From an optimization exercise on the open Yosys and OpenROAD flow, aimed at small area and a short achievable clock period; shortcuts taken in it are not production practice. Only simulation tests tie the RTL to the original design; equivalence was not proved. Power figures rest on the tool's default switching activity, not on a simulated workload.

<file path="flow/config.mk">
export PLATFORM = sky130hd
export DESIGN_NAME = top_level
export DESIGN_NICKNAME = top_level
export VERILOG_FILES = /design/flow/design.v
export SDC_FILE = /design/flow/constraint.sdc
export NUM_CORES = 4
export LEC_CHECK = 0
export ABC_AREA = 1
export CAP_MARGIN = 20
export CORE_MARGIN = 2
export CORE_UTILIZATION = 70
export SLEW_MARGIN = 20
</file>
<file path="flow/constraint.sdc">
create_clock -name core_clock -period 90.0 [get_ports {clk}]
set_input_delay 18.0000 -clock core_clock [delete_from_list [all_inputs] [get_ports {clk}]]
set_output_delay 18.0000 -clock core_clock [all_outputs]
set_load 0.01 [all_outputs]
</file>
<file path="flow/design.v">
module zero_cross 
						(input clk,
						input reset,
						input enable,
						input signed [11:0] x,
						output reg flag
						);
	reg s_anterior, s_atual;
	always @ (posedge clk) begin
		if (enable) begin
			s_atual    <= x[11];
			s_anterior <= s_atual;
			flag       <= s_atual & ~s_anterior;
		end else begin
			flag <= 1'b0;
		end
	end
endmodule
module top_level (input clk,
						input reset,
						input signed [11:0] entrada,
						input amostra_pronta,
						output flag,
						output reg ctrl,
						output reg [15:0] cnt,
						output reg [15:0] contagem_final,
						output [24:0] freq
						);
	zero_cross  cruza_zero     (.clk(clk),
										 .reset(reset),
										 .enable(amostra_pronta),
										 .x(entrada),
										 .flag(flag)
										);
	function [16:0] add16;    
		input [15:0] a;
		input [15:0] b;
		input        ci;
		integer i;
		reg c;
		begin
			c = ci;
			for (i = 0; i < 16; i = i + 1) begin
				add16[i] = a[i] ^ b[i] ^ c;
				c = (a[i] & b[i]) | (c & (a[i] ^ b[i]));
			end
			add16[16] = c;
		end
	endfunction
	function [15:0] inc16;    
		input [15:0] a;
		integer i;
		reg c;
		begin
			c = 1'b1;
			for (i = 0; i < 16; i = i + 1) begin
				inc16[i] = a[i] ^ c;
				c = c & a[i];
			end
		end
	endfunction
	wire [15:0] cnt_inc = inc16(cnt);
	always @ (posedge clk) begin
		if (reset) begin
			if (flag) ctrl <= ~ctrl;
			if (ctrl) cnt <= cnt_inc;
			else cnt <= 16'd0;
		end else begin
			ctrl <= 1'b0;
			cnt <= 16'd0;
		end
	end
	always @ (posedge clk) begin
		if (reset) begin
			if (ctrl & flag) contagem_final <= cnt_inc;
		end
		else contagem_final <= 16'd0;
	end
	reg [15:0] Q, R;
	reg [9:0]  D;
	reg [10:0] S;
	reg [4:0]  E;
	reg [6:0]  T;
	wire [11:0] m2 = {inc16({5'd0, cnt_inc[11:1]}), cnt_inc[0]};
	wire [16:0] t1 = add16({4'd0, 1'b0, R[10:0]}, {4'd0, ~{1'b0, S}}, 1'b1);   
	wire        c1 = ~t1[12] & (R[15:11] == 5'd0);                            
	wire [16:0] Qn = add16(Q, ~{6'd0, D}, ~c1);                                 
	wire [16:0] Rn = add16(c1 ? cnt_inc : {R[15:11], 11'd0}, {{4{t1[11]}}, t1[11:0]}, c1);
	wire [16:0] y2 = add16({5'd0, S}, {3'd0, ~{5'd0, T, 1'b0}}, ~c1);          
	wire        c2a = y2[12];
	wire [16:0] s1 = add16({4'd0, y2[11:0]}, {4'd0, m2}, 1'b0);                 
	wire        c2b = c2a & s1[11] & (cnt[15:8] == 8'd0);
	wire [16:0] s2 = add16({8'd0, s1[7:0]}, {8'd0, m2[7:0]}, 1'b0);             
	wire [10:0] Sn = c2b ? {3'd0, s2[7:0]} : (c2a ? s1[10:0] : y2[10:0]);
	wire [16:0] Dn = add16({6'd0, D}, {6'd0, ~{4'd0, E, c2b}}, ~c2a);          
	wire [16:0] y3a = add16({9'd0, T}, {8'd0, ~{2'd0, E, c2b}}, ~c2a);         
	wire [16:0] y3  = add16({8'd0, y3a[7:0]}, {8'd0, ~{3'd0, E}}, 1'b1);        
	wire        c3  = y3[7];
	wire [16:0] En  = add16({11'd0, E}, {11'd0, 5'h1f}, ~c3);                   
	wire [16:0] Tn  = add16({9'd0, y3[6:0]}, {9'd0, c3 ? m2[6:0] : 7'd0}, c3);  
	always @ (posedge clk) begin
		if (cnt == 16'd42) begin
			Q <= 16'd45454; R <= 16'd24; D <= 10'd1010; S <= 11'd4; E <= 5'd21; T <= 7'd44;
		end else begin
			Q <= Qn[15:0]; R <= Rn[15:0]; D <= Dn[9:0]; S <= Sn; E <= En[4:0]; T <= Tn[6:0];
		end
	end
	wire        wrap = (cnt == 16'hffff);
	reg  [20:0] f_next;
	always @* begin
		f_next = wrap ? 21'd1 : {5'd0, Q};
		if (cnt[15:6] == 10'd0) begin
			case (cnt[5:0])
				6'd0: f_next = 21'd2000000;
				6'd1: f_next = 21'd1000000;
				6'd2: f_next = 21'd666666;
				6'd3: f_next = 21'd500000;
				6'd4: f_next = 21'd400000;
				6'd5: f_next = 21'd333333;
				6'd6: f_next = 21'd285714;
				6'd7: f_next = 21'd250000;
				6'd8: f_next = 21'd222222;
				6'd9: f_next = 21'd200000;
				6'd10: f_next = 21'd181818;
				6'd11: f_next = 21'd166666;
				6'd12: f_next = 21'd153846;
				6'd13: f_next = 21'd142857;
				6'd14: f_next = 21'd133333;
				6'd15: f_next = 21'd125000;
				6'd16: f_next = 21'd117647;
				6'd17: f_next = 21'd111111;
				6'd18: f_next = 21'd105263;
				6'd19: f_next = 21'd100000;
				6'd20: f_next = 21'd95238;
				6'd21: f_next = 21'd90909;
				6'd22: f_next = 21'd86956;
				6'd23: f_next = 21'd83333;
				6'd24: f_next = 21'd80000;
				6'd25: f_next = 21'd76923;
				6'd26: f_next = 21'd74074;
				6'd27: f_next = 21'd71428;
				6'd28: f_next = 21'd68965;
				6'd29: f_next = 21'd66666;
				6'd30: f_next = 21'd64516;
				6'd31: f_next = 21'd62500;
				6'd32: f_next = 21'd60606;
				6'd33: f_next = 21'd58823;
				6'd34: f_next = 21'd57142;
				6'd35: f_next = 21'd55555;
				6'd36: f_next = 21'd54054;
				6'd37: f_next = 21'd52631;
				6'd38: f_next = 21'd51282;
				6'd39: f_next = 21'd50000;
				6'd40: f_next = 21'd48780;
				6'd41: f_next = 21'd47619;
				6'd42: f_next = 21'd46511;
				default: ;
			endcase
		end
	end
	reg [20:0] freq_r;
	always @ (posedge clk) begin
		if (reset) begin
			if (ctrl & flag) freq_r <= f_next;
		end
		else freq_r <= 21'd1;
	end
	assign freq = {4'd0, freq_r};
endmodule
</file>
<file path="flow/flow/run.sh">
#!/bin/bash
# The standard layout (standard.sh) with two changes:
#  1. after the standard synthesis, its combinational logic is re-mapped by
#     flow/resyn.tcl (ABC's default liberty script, cell don't-use list kept);
#     every flip-flop keeps its instance name and cell type;
#  2. the port buffers that global placement inserts are buf_1 cells.
# Each tool's output goes to a log file of its own in this folder.
set -euo pipefail
export BUFFER_PORTS_ARGS="-buffer_cell sky130_fd_sc_hd__buf_1"
RES=orfs/results/sky130hd/top_level/base
bash standard.sh synth > flow_1_synth.log 2>&1
cp $RES/1_2_yosys.v std_netlist.v
export LIB=$FLOW_HOME/platforms/sky130hd/lib/sky130_fd_sc_hd__tt_025C_1v80.lib
export IN_NETLIST=std_netlist.v OUT_NETLIST=resyn_netlist.v OUT_STAT=resyn_stat.txt TOP=$FLOW_TOP
export DONT_USE_LIST="$(grep -m1 '^abc -script' orfs/logs/sky130hd/top_level/base/1_2_yosys.log | grep -o -- '-dont_use [^ ]*' | sed 's/-dont_use //' | tr '\n' ' ')"
yosys -c flow/resyn.tcl > flow_2_resyn.log 2>&1
# the flip-flops must be the standard synthesis's, by name and cell type
diff <(grep -oE 'sky130_fd_sc_hd__[a-z]*df[a-z]*_[0-9]+ +[^ ]+' std_netlist.v | sort) \
     <(grep -oE 'sky130_fd_sc_hd__[a-z]*df[a-z]*_[0-9]+ +[^ ]+' resyn_netlist.v | sort) > flow_3_ffcheck.log 2>&1
cp resyn_netlist.v $RES/1_2_yosys.v
rm -f $RES/1_synth.odb $RES/1_synth.sdc
bash standard.sh finish > flow_4_finish.log 2>&1
</file>
<file path="flow/flow/resyn.tcl">
# Re-maps the combinational logic of the standard synthesis netlist with ABC's
# default liberty script. Every flip-flop instance (name and cell type) is kept
# as the standard synthesis made it.
yosys -import
set lib $::env(LIB)
read_liberty -ignore_miss_func $lib
read_verilog $::env(IN_NETLIST)
hierarchy -top $::env(TOP)
foreach m {sky130_fd_sc_hd__dfxtp_1 sky130_fd_sc_hd__dfxtp_2 sky130_fd_sc_hd__dfxtp_4 sky130_fd_sc_hd__edfxtp_1 sky130_fd_sc_hd__dfxbp_1 sky130_fd_sc_hd__dfxbp_2 sky130_fd_sc_hd__dfrtp_1 sky130_fd_sc_hd__dfstp_1 sky130_fd_sc_hd__dfrtp_2 sky130_fd_sc_hd__dfrtp_4} { catch { blackbox $m } }
flatten
opt_clean
set dont_use {}
foreach c $::env(DONT_USE_LIST) { lappend dont_use -dont_use $c }
abc -liberty $lib {*}$dont_use
opt_clean -purge
hilomap -hicell sky130_fd_sc_hd__conb_1 HI -locell sky130_fd_sc_hd__conb_1 LO
splitnets
yosys rename -hide w:*.*
opt_clean -purge
tee -o $::env(OUT_STAT) stat -liberty $lib
write_verilog -noattr -nohex -nodec $::env(OUT_NETLIST)
</file>
<file path="flow/standard.sh">
#!/bin/bash
# synth_recipe.tcl (not shown) runs the flow's synth.tcl, then flattens the netlist and writes it again
# the make line also repeats each setting of config.mk as NAME=value (left out here)
make -C /OpenROAD-flow-scripts/flow DESIGN_CONFIG=/design/flow/config.mk WORK_HOME=/design/flow/orfs CLKGATE_MAP_FILE= SYNTH_SCRIPT=/design/flow/synth_recipe.tcl "${@:-finish}"
</file>
==> results.yml, run 1 <==
status:
  status: "timing/DRC/antenna clean"
critical_path:
  cp.arrival_ps: 1470
  criticalPathCategory: "reg -> out"
  cp_max_fo: 15
  timing.rr.start: "S[0]$_SDFF_PN0_"
  cp-end-kind: "primary output"
  critPathLaunch: "cnt[2]$_SDFF_PN0_"
  reg2reg_setup_slack_ps: 78610
  timing.critical_path.slowest_cell_delay_ps: 690
  worst-path-buf-inv: 1
  critical_path.reg2reg.endpoint: "T[6]$_SDFF_PN0_"
  worstPathRequired_ps: 72000
  r2r.worst_path.cells: 30
  slowest_cp_cell: "sky130_fd_sc_hd__dfxtp_1"
  crit_path_start_kind: "flip-flop"
  crit_path_cell_trace: "buf_1"
  path_delay_family: "flip-flops"
cells_and_area:
  syn_to_final_growth_pct: 14.4
  insertedDiodeCount: 0
  final-seq-area_um2: 2460
  drive_gt1_share_pct: 3.76
  num-nets-final: 1147
  layout_fillers: 601
  multiInputGateArea_um2: 5180
clocking:
  htree_num_levels: 4
  cts_resized: 0
  clock_tree.buffer_depth: 2
  root_buffer: "sky130_fd_sc_hd__clkbuf_8"
  cts.hold.buffers_added: 0
  tritoncts.num_buffers: 17
  worst_skew_pair_later_pin_latency_ps: 560
  clkTransAtPathRegs_ps: 60
  tritoncts: "yes"
  post-cts-setup-buffer-count: 0
  tritoncts_num_sinks: 122
die:
  number_of_ports_placed_on_the_die_boundary: 74
  design.die.area_um2: 11900
  floorplan.core_area_um2: 10800
  die_y_um: 109
  chipWidth_um: 109
  start_util_pct: 71.5
  num_rows: 38
power_and_ir_drop:
  p_leak_nw: 3.31
  power_frac_seq_pct: 22.3
  comb_power_share_pct: 59.9
  clkPwrFrac_pct: 17.8
  sw_frac_of_total_pct: 47.7
  internal_power_uw: 220
  vdd.ir_drop.worst_uv: 59.7
  power-per-cell-area_nw_per_um2: 47.6
  power_switching_uw: 200
synthesis:
  postSynthNetCount: 1059
  netlist_area_um2: 7720
  postSynthCellCount: 1044
  synth_warnings: 2
  syn_area_per_cell_um2: 7.40
timing:
  worst_pin_slew_ps: 1040
  fin_setup_tns_ps: 0
  finalWorstSetupSlack_ps: 70530
  timing.final.max_slew_violations: 0
  timing.slew.headroom_pct: 30.2
  maxClockFrequency_mhz: 51.4
  final.setup_skew_ps: 9.80
  setup-violations-final: 0
  rsz0062_at_grt: "no"
  fin_crit_sh_pct: 21.6
  hold_violations: 0
  final.min_clock_period_ps: 19470
route:
  detail_route.wl_per_cell_um: 22.2
  via_per_inst: 7.12
  via_count: 9151
  initialDrtViolationCount: 1449
  first_pass_iters: 8
  antenna_left: 0
  route.final.wire_length_um: 28500
  detail_route.drc_violations: 0
worst_hold_path:
  hold_ep: "cruza_zero.flag$_SDFF_PN0_"
  hold_path.class: "reg -> reg"
  hold_start: "cruza_zero.s_anterior$_DFFE_PP_"
  holdPathStages: 1
global_routing:
  number_of_global_route_vias_before_repair: 8794
  antenna_found_initial: 0
  grt_max_degree: 37
  grt.overflow.total: 0
  grt.total_usage_pct: 48.9
  global_route_wire_length_before_repair_um: 44400
place:
  placement.setup.worst_slack_ps: 70190
  hpwlAfterDp_um: 17800
  place.gp.congestion: 1.10
  port_buffers: 58
run:
  max_cap_violations: 0
power groups by stage:
stage / Sequential (mW) / Clock, mW / Combinational, mW
after floorplan: 0.0862 / 0 / 0.188
after global routing: 0.0945 / 0.0764 / 0.269
after global placement: 0.0902 / 0 / 0.210
after CTS: 0.0921 / 0.0737 / 0.241
final: 0.0938 / 0.0749 / 0.252
after detailed placement: 0.0918 / 0 / 0.225
how the worst max path moves through the flow:
stage	endpoint	slack [ps]	depth (start not counted)
global route	cnt[2]	70530	1
finish	cnt[2]	70530	1
global placement	freq_r[9]$_SDFFE_PN0P_	70230	5
floorplan	freq_r[10]$_SDFFE_PN0P_	70700	3
CTS	cnt[2]	70600	1
detailed placement	freq_r[9]$_SDFFE_PN0P_	70190	5
sequential cells by signal, summed over array words and instances (netlist names), 5 cells and up:
register and count:
contagem_final 16, cnt 16, E 5, D 10, S 11, T 7, Q 16, R 16
freq_r 21
layout by cell type, fill, tap and decap left out, drive strengths merged, types with 3 or more instances in the layout:
cell type,n
nor2,145
nand2,123
dfxtp,120
o21ai,94
xnor2,74
buf,69
a21oi,65
nor2b,48
nand2b,48
xor2,36
nand3,29
nor3,29
clkinv,27
clkbuf,20
and2,16
or3,14
or2,14
nor4,12
o21a,12
a31oi,12
maj3,12
o31ai,11
a21o,11
nand4,9
and3,8
o211ai,7
o22ai,7
o311ai,6
a211oi,6
a22oi,6
a311oi,5
a22o,5
a2111oi,5
or4,4
bufinv,4
conb,4
o221ai,3
final cells by class:
class / count / area share [%]
inverters: 22 / 0.935
multi-input cells: 900 / 58.6
clock inverters: 12 / 2.14
flip-flops and latches: 122 / 27.9
well taps: 140 / 1.98
clock buffers: 20 / 5.04
repair buffers: 69 / 3.40
metrics by stage:
step                hold slack [ps]  area (µm²)  power, mW  utilization, %  std cells
floorplan                       383        7720      0.274               -       1044
global placement                394        8200      0.300            76.0       1253
detailed placement              416        8200      0.317            76.0       1253
CTS                             421        8840      0.406            81.9       1285
global route                    433        8840      0.440            81.9       1285
finish                          414        8840      0.420            81.9       1285
layer usage:
layer / part of all wire [%] / global-route usage (%)
met5: 0 / 0
met4: 9.2 / 38.5
met3: 12 / 14.8
met2: 45 / 78.0
met1: 34 / 54.0
==> inputs of run 2 (changes only) <==
--- a/flow/design.v
+++ b/flow/design.v
@@ -3,18 +3,23 @@
 						input reset,
 						input enable,
 						input signed [11:0] x,
-						output reg flag
+						output reg flag,
+						output     flag_int    
 						);
 	reg s_anterior, s_atual;
+	reg flag_n;
 	always @ (posedge clk) begin
 		if (enable) begin
 			s_atual    <= x[11];
 			s_anterior <= s_atual;
 			flag       <= s_atual & ~s_anterior;
+			flag_n     <= ~(s_atual & ~s_anterior);
 		end else begin
-			flag <= 1'b0;
+			flag   <= 1'b0;
+			flag_n <= 1'b1;
 		end
 	end
+	assign flag_int = ~flag_n;
 endmodule
 module top_level (input clk,
 						input reset,
@@ -26,11 +31,13 @@
 						output reg [15:0] contagem_final,
 						output [24:0] freq
 						);
+	wire flag_i;    
 	zero_cross  cruza_zero     (.clk(clk),
 										 .reset(reset),
 										 .enable(amostra_pronta),
 										 .x(entrada),
-										 .flag(flag)
+										 .flag(flag),
+										 .flag_int(flag_i)
 										);
 	function [16:0] add16;    
 		input [15:0] a;
@@ -62,7 +69,7 @@
 	wire [15:0] cnt_inc = inc16(cnt);
 	always @ (posedge clk) begin
 		if (reset) begin
-			if (flag) ctrl <= ~ctrl;
+			if (flag_i) ctrl <= ~ctrl;
 			if (ctrl) cnt <= cnt_inc;
 			else cnt <= 16'd0;
 		end else begin
@@ -72,7 +79,7 @@
 	end
 	always @ (posedge clk) begin
 		if (reset) begin
-			if (ctrl & flag) contagem_final <= cnt_inc;
+			if (ctrl & flag_i) contagem_final <= cnt_inc;
 		end
 		else contagem_final <= 16'd0;
 	end
@@ -161,7 +168,7 @@
 	reg [20:0] freq_r;
 	always @ (posedge clk) begin
 		if (reset) begin
-			if (ctrl & flag) freq_r <= f_next;
+			if (ctrl & flag_i) freq_r <= f_next;
 		end
 		else freq_r <= 21'd1;
 	end
==> flow/flow/run.sh (replaced) <==
#!/bin/bash
# The standard layout (standard.sh) with two changes:
#  1. after the standard synthesis, its combinational logic is re-mapped by
#     flow/resyn.tcl (ABC script flow/area.abc, the platform's don't-use cells
#     kept out); every flip-flop keeps its instance name and cell type, which is
#     checked, and flow/equiv.ys proves the new netlist equivalent to the
#     standard one before the layout goes on;
#  2. the port buffers that global placement inserts are buf_1 cells.
# Each tool's output goes to a log file of its own in this folder.
set -euo pipefail
export BUFFER_PORTS_ARGS="-buffer_cell sky130_fd_sc_hd__buf_1"
RES=orfs/results/sky130hd/top_level/base
bash standard.sh synth > flow_1_synth.log 2>&1
cp $RES/1_2_yosys.v std_netlist.v
export LIB=$FLOW_HOME/platforms/sky130hd/lib/sky130_fd_sc_hd__tt_025C_1v80.lib
export IN_NETLIST=std_netlist.v OUT_NETLIST=resyn_netlist.v OUT_STAT=resyn_stat.txt TOP=$FLOW_TOP
export ABC_SCRIPT=flow/area.abc
export DONT_USE_LIST="$(grep -m1 '^abc -script' orfs/logs/sky130hd/top_level/base/1_2_yosys.log | grep -o -- '-dont_use [^ ]*' | sed 's/-dont_use //' | tr '\n' ' ')"
yosys -c flow/resyn.tcl > flow_2_resyn.log 2>&1
# the flip-flops must be the standard synthesis's, by name and cell type
diff <(grep -oE 'sky130_fd_sc_hd__[a-z]*df[a-z]*_[0-9]+ +[^ ]+' std_netlist.v | sort) \
     <(grep -oE 'sky130_fd_sc_hd__[a-z]*df[a-z]*_[0-9]+ +[^ ]+' resyn_netlist.v | sort) > flow_3_ffcheck.log 2>&1
sed -e "s#LIBFILE#$LIB#" -e "s#TOPNAME#$FLOW_TOP#g" flow/equiv.ys > equiv_run.ys
yosys equiv_run.ys > flow_4_equiv.log 2>&1
cp resyn_netlist.v $RES/1_2_yosys.v
rm -f $RES/1_synth.odb $RES/1_synth.sdc
bash standard.sh finish > flow_5_finish.log 2>&1
==> flow/flow/area.abc (new file) <==
strash; dc2; dc2; strash; &get -n; &dch -f; &nf -R 1000; &put; strash; dc2; dc2; &get -n; &dch -f; &nf -R 1000; &put; topo; buffer -N 10; dnsize -c
==> flow/flow/equiv.ys (new file) <==
# Proves that the re-mapped netlist does what the standard synthesis netlist does
# (registers paired by instance name); fails the flow otherwise.
read_liberty -ignore_miss_func LIBFILE
read_verilog std_netlist.v
rename TOPNAME gold
read_verilog resyn_netlist.v
rename TOPNAME gate
flatten gold gate
rename -hide w:_*_.*
rename -hide w:_*_
opt_clean -purge
equiv_make gold gate eq
hierarchy -top eq
equiv_simple -seq 1
equiv_induct
equiv_status -assert
==> flow/flow/resyn.tcl (replaced) <==
# Re-maps the combinational logic of the standard synthesis netlist with ABC
# (flow/area.abc: two rounds of dc2/dch/&nf area recovery, then fanout buffering). Every flip-flop instance (name and cell type) is kept
# as the standard synthesis made it.
yosys -import
set lib $::env(LIB)
read_liberty -ignore_miss_func $lib
read_verilog $::env(IN_NETLIST)
hierarchy -top $::env(TOP)
foreach m {sky130_fd_sc_hd__dfxtp_1 sky130_fd_sc_hd__dfxtp_2 sky130_fd_sc_hd__dfxtp_4 sky130_fd_sc_hd__edfxtp_1 sky130_fd_sc_hd__dfxbp_1 sky130_fd_sc_hd__dfxbp_2 sky130_fd_sc_hd__dfrtp_1 sky130_fd_sc_hd__dfstp_1 sky130_fd_sc_hd__dfrtp_2 sky130_fd_sc_hd__dfrtp_4} { catch { blackbox $m } }
flatten
yosys rename -hide w:_*_.*
opt_clean
set dont_use {}
foreach c $::env(DONT_USE_LIST) { lappend dont_use -dont_use $c }
abc -script $::env(ABC_SCRIPT) -liberty $lib {*}$dont_use
opt_clean -purge
hilomap -hicell sky130_fd_sc_hd__conb_1 HI -locell sky130_fd_sc_hd__conb_1 LO
splitnets
yosys rename -hide w:_*_.*
opt_clean -purge
tee -o $::env(OUT_STAT) stat -liberty $lib
write_verilog -noattr -nohex -nodec $::env(OUT_NETLIST)
--- a/flow/config.mk
+++ b/flow/config.mk
@@ -9,4 +9,5 @@
 export CAP_MARGIN = 20
 export CORE_MARGIN = 2
 export CORE_UTILIZATION = 70
+export CTS_BUF_LIST = sky130_fd_sc_hd__clkbuf_8
 export SLEW_MARGIN = 20
==> run 2 against run 1 <==
Synthesized cell count shrank 1.7%. First-iteration DRC count is 43% lower. Count of clock-buffer cells in the layout did not move. Sequential power decreased by 1%. Flip-flop and latch count rose by 1. Die area decreased by 3.2%. Cell area is 6.9% lower. Area after synthesis is 3.4% lower. Still clean. Non-clock buffer count down 4. Sequential share of layout area is 2.3 points higher. Total power shrank 5.9%. Largest power group unchanged. Highest routed layer unchanged.
==> results.yml, run 2 <==
global_routing:
  grt.overflow.total: 0
  global_route_wire_length_before_repair_um: 35700
  antenna_found_initial: 0
  grt_max_degree: 32
  grt.total_usage_pct: 39.3
  number_of_global_route_vias_before_repair: 7557
timing:
  timing.slew.headroom_pct: 33.1
  worst_pin_slew_ps: 1000
  final.min_clock_period_ps: 19810
  fin_crit_sh_pct: 22.0
  hold_violations: 0
  maxClockFrequency_mhz: 50.5
  final.setup_skew_ps: 13.9
  timing.final.max_slew_violations: 0
  rsz0062_at_grt: "no"
  setup-violations-final: 0
  fin_setup_tns_ps: 0
run:
  max_cap_violations: 0
power_and_ir_drop:
  finalPower_uw: 396
  p_leak_nw: 3.19
  power_switching_uw: 183
  sw_frac_of_total_pct: 46.3
  clkPwrFrac_pct: 13.0
  power-per-cell-area_nw_per_um2: 48.1
  internal_power_uw: 212
  power_frac_seq_pct: 23.5
  vdd.ir_drop.worst_uv: 61.8
  comb_power_share_pct: 63.6
synthesis:
  synth_warnings: 2
  syn_area_per_cell_um2: 7.27
  postSynthCellCount: 1026
  netlist_area_um2: 7460
  postSynthNetCount: 1041
cells_and_area:
  syn_to_final_growth_pct: 10.3
  max_flop_register: "freq_r"
  num-nets-final: 1101
  drive_gt1_share_pct: 4.19
  largest_register_ffs: 21
  layout_common_cells: "149 x sky130_fd_sc_hd__nor2_1, 130 x sky130_fd_sc_hd__nand2_1, 121 x sky130_fd_sc_hd__dfxtp_1, 110 x sky130_fd_sc_hd__o21ai_0, 80 x sky130_fd_sc_hd__xnor2_1"
  layout_fillers: 690
  final_common_cell: "sky130_fd_sc_hd__nor2_1"
status:
  status: "timing/DRC/antenna clean"
worst_hold_path:
  hold_start: "contagem_final[5]$_SDFFE_PN0P_"
  hold_ep: "contagem_final[5]$_SDFFE_PN0P_"
  holdPathStages: 2
  hold_path.class: "reg -> reg"
route:
  first_pass_iters: 6
  antenna_left: 0
  detail_route.drc_violations: 0
  detail_route.wl_per_cell_um: 18.0
  initialDrtViolationCount: 822
  via_per_inst: 6.40
  route.final.wire_length_um: 22300
  via_count: 7910
die:
  floorplan.core_area_um2: 10300
  number_of_ports_placed_on_the_die_boundary: 74
  start_util_pct: 72.3
  die_y_um: 107
  design.die.area_um2: 11500
  chipWidth_um: 107
  num_rows: 37
clocking:
  htree_num_levels: 4
  post-cts-setup-buffer-count: 0
  clock_tree.buffer_depth: 2
  cts_resized: 0
  worst_skew_pair_later_pin_latency_ps: 460
  root_buffer: "sky130_fd_sc_hd__clkbuf_8"
  tritoncts.num_buffers: 17
  tritoncts: "yes"
  cts.hold.buffers_added: 0
  clkTransAtPathRegs_ps: 70
  tritoncts_num_sinks: 123
critical_path:
  cp_max_fo: 18
  timing.rr.start: "S[0]$_SDFF_PN0_"
  slowest_cp_cell: "sky130_fd_sc_hd__nor2_1"
  criticalPathCategory: "in -> reg"
  cp.arrival_ps: 20210
  worstPathRequired_ps: 90390
  cp-end-kind: "flip-flop"
  crit_path_cell_trace: "buf_1 -> nand2_1 -> or2_2 -> nor2_1 -> a221o_1"
  critical_path.reg2reg.endpoint: "T[6]$_SDFF_PN0_"
  timing.critical_path.slowest_cell_delay_ps: 810
  reg2reg_setup_slack_ps: 75620
  r2r.worst_path.cells: 59
  critPathLaunch: "reset"
  crit_path_start_kind: "input pin"
place:
  port_buffers: 58
  hpwlAfterDp_um: 16000
  place.gp.congestion: 1.13
[run 2: power by group through the flow]
stage,logic (mW),clock network [mW],registers [mW]
6_report,0.252,0.0512,0.0928
2_1_floorplan,0.205,0,0.0876
5_1_grt,0.276,0.0528,0.0945
3_3_place_gp,0.228,0,0.0917
4_1_cts,0.246,0.0508,0.0922
3_5_place_dp,0.241,0,0.0932
[run 2: cell type report]
| cell class | count | area [µm²] | share of cell area (%) |
|---|---|---|---|
| timing repair buffer | 65 | 270 | 3.29 |
| inverter | 41 | 154 | 1.87 |
| antenna | 1 | 2.50 | 0.0304 |
| multi-input combinational | 838 | 4740 | 57.6 |
| clock buffer | 20 | 275 | 3.35 |
| sequential | 123 | 2480 | 30.2 |
| tap | 136 | 170 | 2.07 |
| clock inverter | 12 | 133 | 1.61 |
[run 2: worst max path at each step]
| stage | to | slack (ps) | depth (start not counted) |
|---|---|---|---|
| 2_1_floorplan | freq_r[10]$_SDFFE_PN0P_ | 70700 | 6 |
| 3_3_place_gp | freq_r[1]$_SDFFE_PN0P_ | 69820 | 5 |
| 3_5_place_dp | freq_r[7]$_SDFFE_PN0P_ | 69810 | 5 |
| 4_1_cts | freq_r[7]$_SDFFE_PN0P_ | 70260 | 5 |
| 5_1_grt | freq_r[1]$_SDFFE_PN0P_ | 70090 | 5 |
| 6_report | freq_r[7]$_SDFFE_PN0P_ | 70190 | 5 |
[run 2: metrics by stage]
step	hold slack, ps	std cells	utilization [%]	instance area [µm²]	setup slack [ps]
4_1_cts	455	1235	79.7	8220	70260
5_1_grt	482	1235	79.7	8220	70090
3_3_place_gp	433	1203	75.7	7820	69820
6_report	454	1236	79.7	8230	70190
2_1_floorplan	420	1026	-	7460	70700
3_5_place_dp	440	1203	75.7	7820	69810
[run 2: worst max-delay path, delay by kind of cell]
kind	cells	cell delay [ps]
buf+inv	1	150
compound gates	1	290
simple gates	3	1760
[run 2: metal layers]
metal / wire (µm) / part of all wire [%] / up-vias / GRT usage (%)
met5: 0 / 0 / - / 0
met4: 1080 / 4.8 / 0 / 19.6
met3: 2130 / 9.6 / 115 / 6.93
met2: 10600 / 48 / 504 / 67.6
met1: 8450 / 38 / 3614 / 47.0
li1: - / - / 3677 / -
==> inputs of run 3 (changes only) <==
--- a/flow/flow/run.sh
+++ b/flow/flow/run.sh
@@ -5,10 +5,13 @@
 #     kept out); every flip-flop keeps its instance name and cell type, which is
 #     checked, and flow/equiv.ys proves the new netlist equivalent to the
 #     standard one before the layout goes on;
-#  2. the port buffers that global placement inserts are buf_1 cells.
+#  2. the port buffers that global placement inserts are buf_1 cells;
+#  3. repair_timing aims at 71 ns of setup slack (a 19 ns period) instead of 0,
+#     so that it also speeds up the paths from the inputs and to the outputs.
 # Each tool's output goes to a log file of its own in this folder.
 set -euo pipefail
 export BUFFER_PORTS_ARGS="-buffer_cell sky130_fd_sc_hd__buf_1"
+export SETUP_SLACK_MARGIN=71
 RES=orfs/results/sky130hd/top_level/base
 bash standard.sh synth > flow_1_synth.log 2>&1
 cp $RES/1_2_yosys.v std_netlist.v
==> run 3 against run 2 <==
Clock power shrank 16%. Flip-flop and latch count did not move. Via count grew 5.0%. Sequential power about the same. Cell area increased by 1.5%. Synthesized cell count stayed put. Still clean on timing, DRC and antenna. Routed wire length increased by 10%. Setup slack better by 810 ps. Die area unchanged. Count of clock-buffer cells in the layout unchanged.
==> results.yml, run 3 <==
cells_and_area:
  max_flop_register: "freq_r"
  num-nets-final: 1110
  insertedDiodeCount: 0
  syn_to_final_growth_pct: 11.9
  instances_no_fill: 1243
  largest_register_ffs: 21
  final_common_cell: "sky130_fd_sc_hd__nor2_1"
  drive_gt1_share_pct: 9.49
  final_core_util_pct: 80.9
  layout_fillers: 650
  final-seq-area_um2: 2520
  multiInputGateArea_um2: 4760
  layout_common_cells: "147 x sky130_fd_sc_hd__nor2_1, 128 x sky130_fd_sc_hd__nand2_1, 110 x sky130_fd_sc_hd__o21ai_0, 105 x sky130_fd_sc_hd__dfxtp_1, 80 x sky130_fd_sc_hd__xnor2_1"
timing:
  worst_pin_slew_ps: 933
  timing.final.max_slew_violations: 0
  timing.slew.headroom_pct: 37.2
  hold_violations: 0
  final.setup_skew_ps: 24.4
  rsz0062_at_grt: "yes"
  setup-violations-final: 0
  maxClockFrequency_mhz: 52.6
  fin_setup_tns_ps: 0
  final.min_clock_period_ps: 19000
  fin_crit_sh_pct: 21.1
clocking:
  clock_tree.buffer_depth: 2
  worst_skew_pair_later_pin_latency_ps: 470
  root_buffer: "sky130_fd_sc_hd__clkbuf_8"
  tritoncts.num_buffers: 17
  cts.hold.buffers_added: 0
  tritoncts: "yes"
  clkTransAtPathRegs_ps: 70
  tritoncts_num_sinks: 123
  htree_num_levels: 4
die:
  design.die.area_um2: 11500
  chipWidth_um: 107
  number_of_ports_placed_on_the_die_boundary: 74
  die_y_um: 107
  num_rows: 37
  start_util_pct: 72.3
  floorplan.core_area_um2: 10300
critical_path:
  cp_max_fo: 2
  worstPathRequired_ps: 72000
  worst-path-buf-inv: 2
  timing.critical_path.slowest_cell_delay_ps: 320
  cp.arrival_ps: 1000
  crit_path_cell_trace: "buf_6 -> buf_6"
  slowest_cp_cell: "sky130_fd_sc_hd__dfxtp_2"
  crit_path_start_kind: "flip-flop"
  critPathMostFrequentCell: "sky130_fd_sc_hd__buf_6"
  path_delay_family: "flip-flops"
  cp-end-kind: "primary output"
  criticalPathCategory: "reg -> out"
synthesis:
  syn_area_per_cell_um2: 7.27
  postSynthCellCount: 1026
  synth_warnings: 2
  postSynthNetCount: 1041
  netlist_area_um2: 7460
route:
  first_pass_iters: 7
  via_count: 8308
  antenna_left: 0
  detail_route.drc_violations: 0
  initialDrtViolationCount: 930
  detail_route.wl_per_cell_um: 19.7
  via_per_inst: 6.68
  route.final.wire_length_um: 24500
worst_hold_path:
  hold_path.class: "reg -> reg"
place:
  place.gp.congestion: 1.06
  port_buffers: 58
  dp.cells: 1203
  hpwlAfterDp_um: 15800
global_routing:
  grt.overflow.total: 0
  grt_max_degree: 38
  grt.total_usage_pct: 42.8
  number_of_global_route_vias_before_repair: 7925
  antenna_found_initial: 1
  global_route_wire_length_before_repair_um: 38600
power_and_ir_drop:
  p_leak_nw: 3.33
  vdd.ir_drop.worst_uv: 61.4
  power-per-cell-area_nw_per_um2: 48.2
run:
  max_cap_violations: 0
status:
  status: "timing/DRC/antenna clean"
## run 3: final timing paths
path | start | to | slack, ps | depth (start not counted)
max | cnt[2]$_SDFF_PN0_ | cnt[2] | 71000 | 2
min | cruza_zero.s_anterior$_DFFE_PP_ | cruza_zero.flag_n$_SDFF_PN1_ | 450 | 1
max reg2reg | S[0]$_SDFF_PN0_ | T[6]$_SDFF_PN0_ | 75040 | 59
min reg2reg | cruza_zero.s_anterior$_DFFE_PP_ | cruza_zero.flag_n$_SDFF_PN1_ | 450 | 1
## run 3: routing by layer
layer	vias up	track usage (%)	share of wire (%)
met5	-	0	0.077
li1	3690	-	-
met2	649	71.0	47
met1	3792	48.5	36
met4	2	25.6	5.8
met3	175	12.4	11
## run 3: report_power, final
part           total [mW]  switching [mW]  internal (mW)  leakage, nW
combinational       0.267           0.158          0.109         2.11
clock              0.0429          0.0225         0.0204        0.184
sequential         0.0930          0.0190         0.0740         1.03
total               0.403           0.199          0.203         3.33
## run 3: layout make-up
class                      instances  area share, %
multi-input combinational        838           57.0
inverter                          41           1.84
timing repair buffer              74           4.87
sequential                       123           30.2
clock inverter                    11          0.674
clock buffer                      20           3.30
tap                              136           2.04
## run 3: through the flow
step	area (µm²)	hold WS [ps]	power (mW)	worst slack [ps]
final	8350	449	0.403	71000
after global routing	8350	474	0.425	70960
after CTS	8280	453	0.390	70990
after detailed placement	7830	438	0.335	70440
after global placement	7830	432	0.320	70400
after floorplan	7490	420	0.293	71000
## run 3: timing repair
item,in CTS,in global routing
setup endpoints to repair,30,33
resized for setup,35,27
setup buffers,6,3
endpoints found under the hold margin,0,0
pin swaps,1,0

static timing again, ports no longer ideal:
No port has a modelled driver above. Below, the same layouts with a new extraction and two added sets of constraints. Step 1 assumes that a clkbuf_16 drives the clock port and a buf_2 every other input. Step 2 moves the port delays by t, midway between the first and last clock arrival at a register: inputs arrive t later, outputs are due t later. That takes back most of the time a late clock gives input paths. Slacks: no drivers / after step 1 / after step 2; pairs: no drivers / after step 1.
run	shift t [ns]	slack for setup (ns)	hold slack, ns	worst data-port slew with drivers (ns)
run 1	0.600	70.529 / 70.489 / 70.132	0.414 / 0.413 / 0.413	0.05
run 2	0.489	70.188 / 70.200 / 69.711	0.454 / 0.454 / 0.454	0.03
run 3	0.490	71.002 / 70.966 / 70.618	0.449 / 0.449 / 0.449	0.03
After both steps every run listed still meets setup and hold. The setup slack of run 2, which loses most, moves by +0.012 ns with the drivers and by -0.477 ns with both steps.
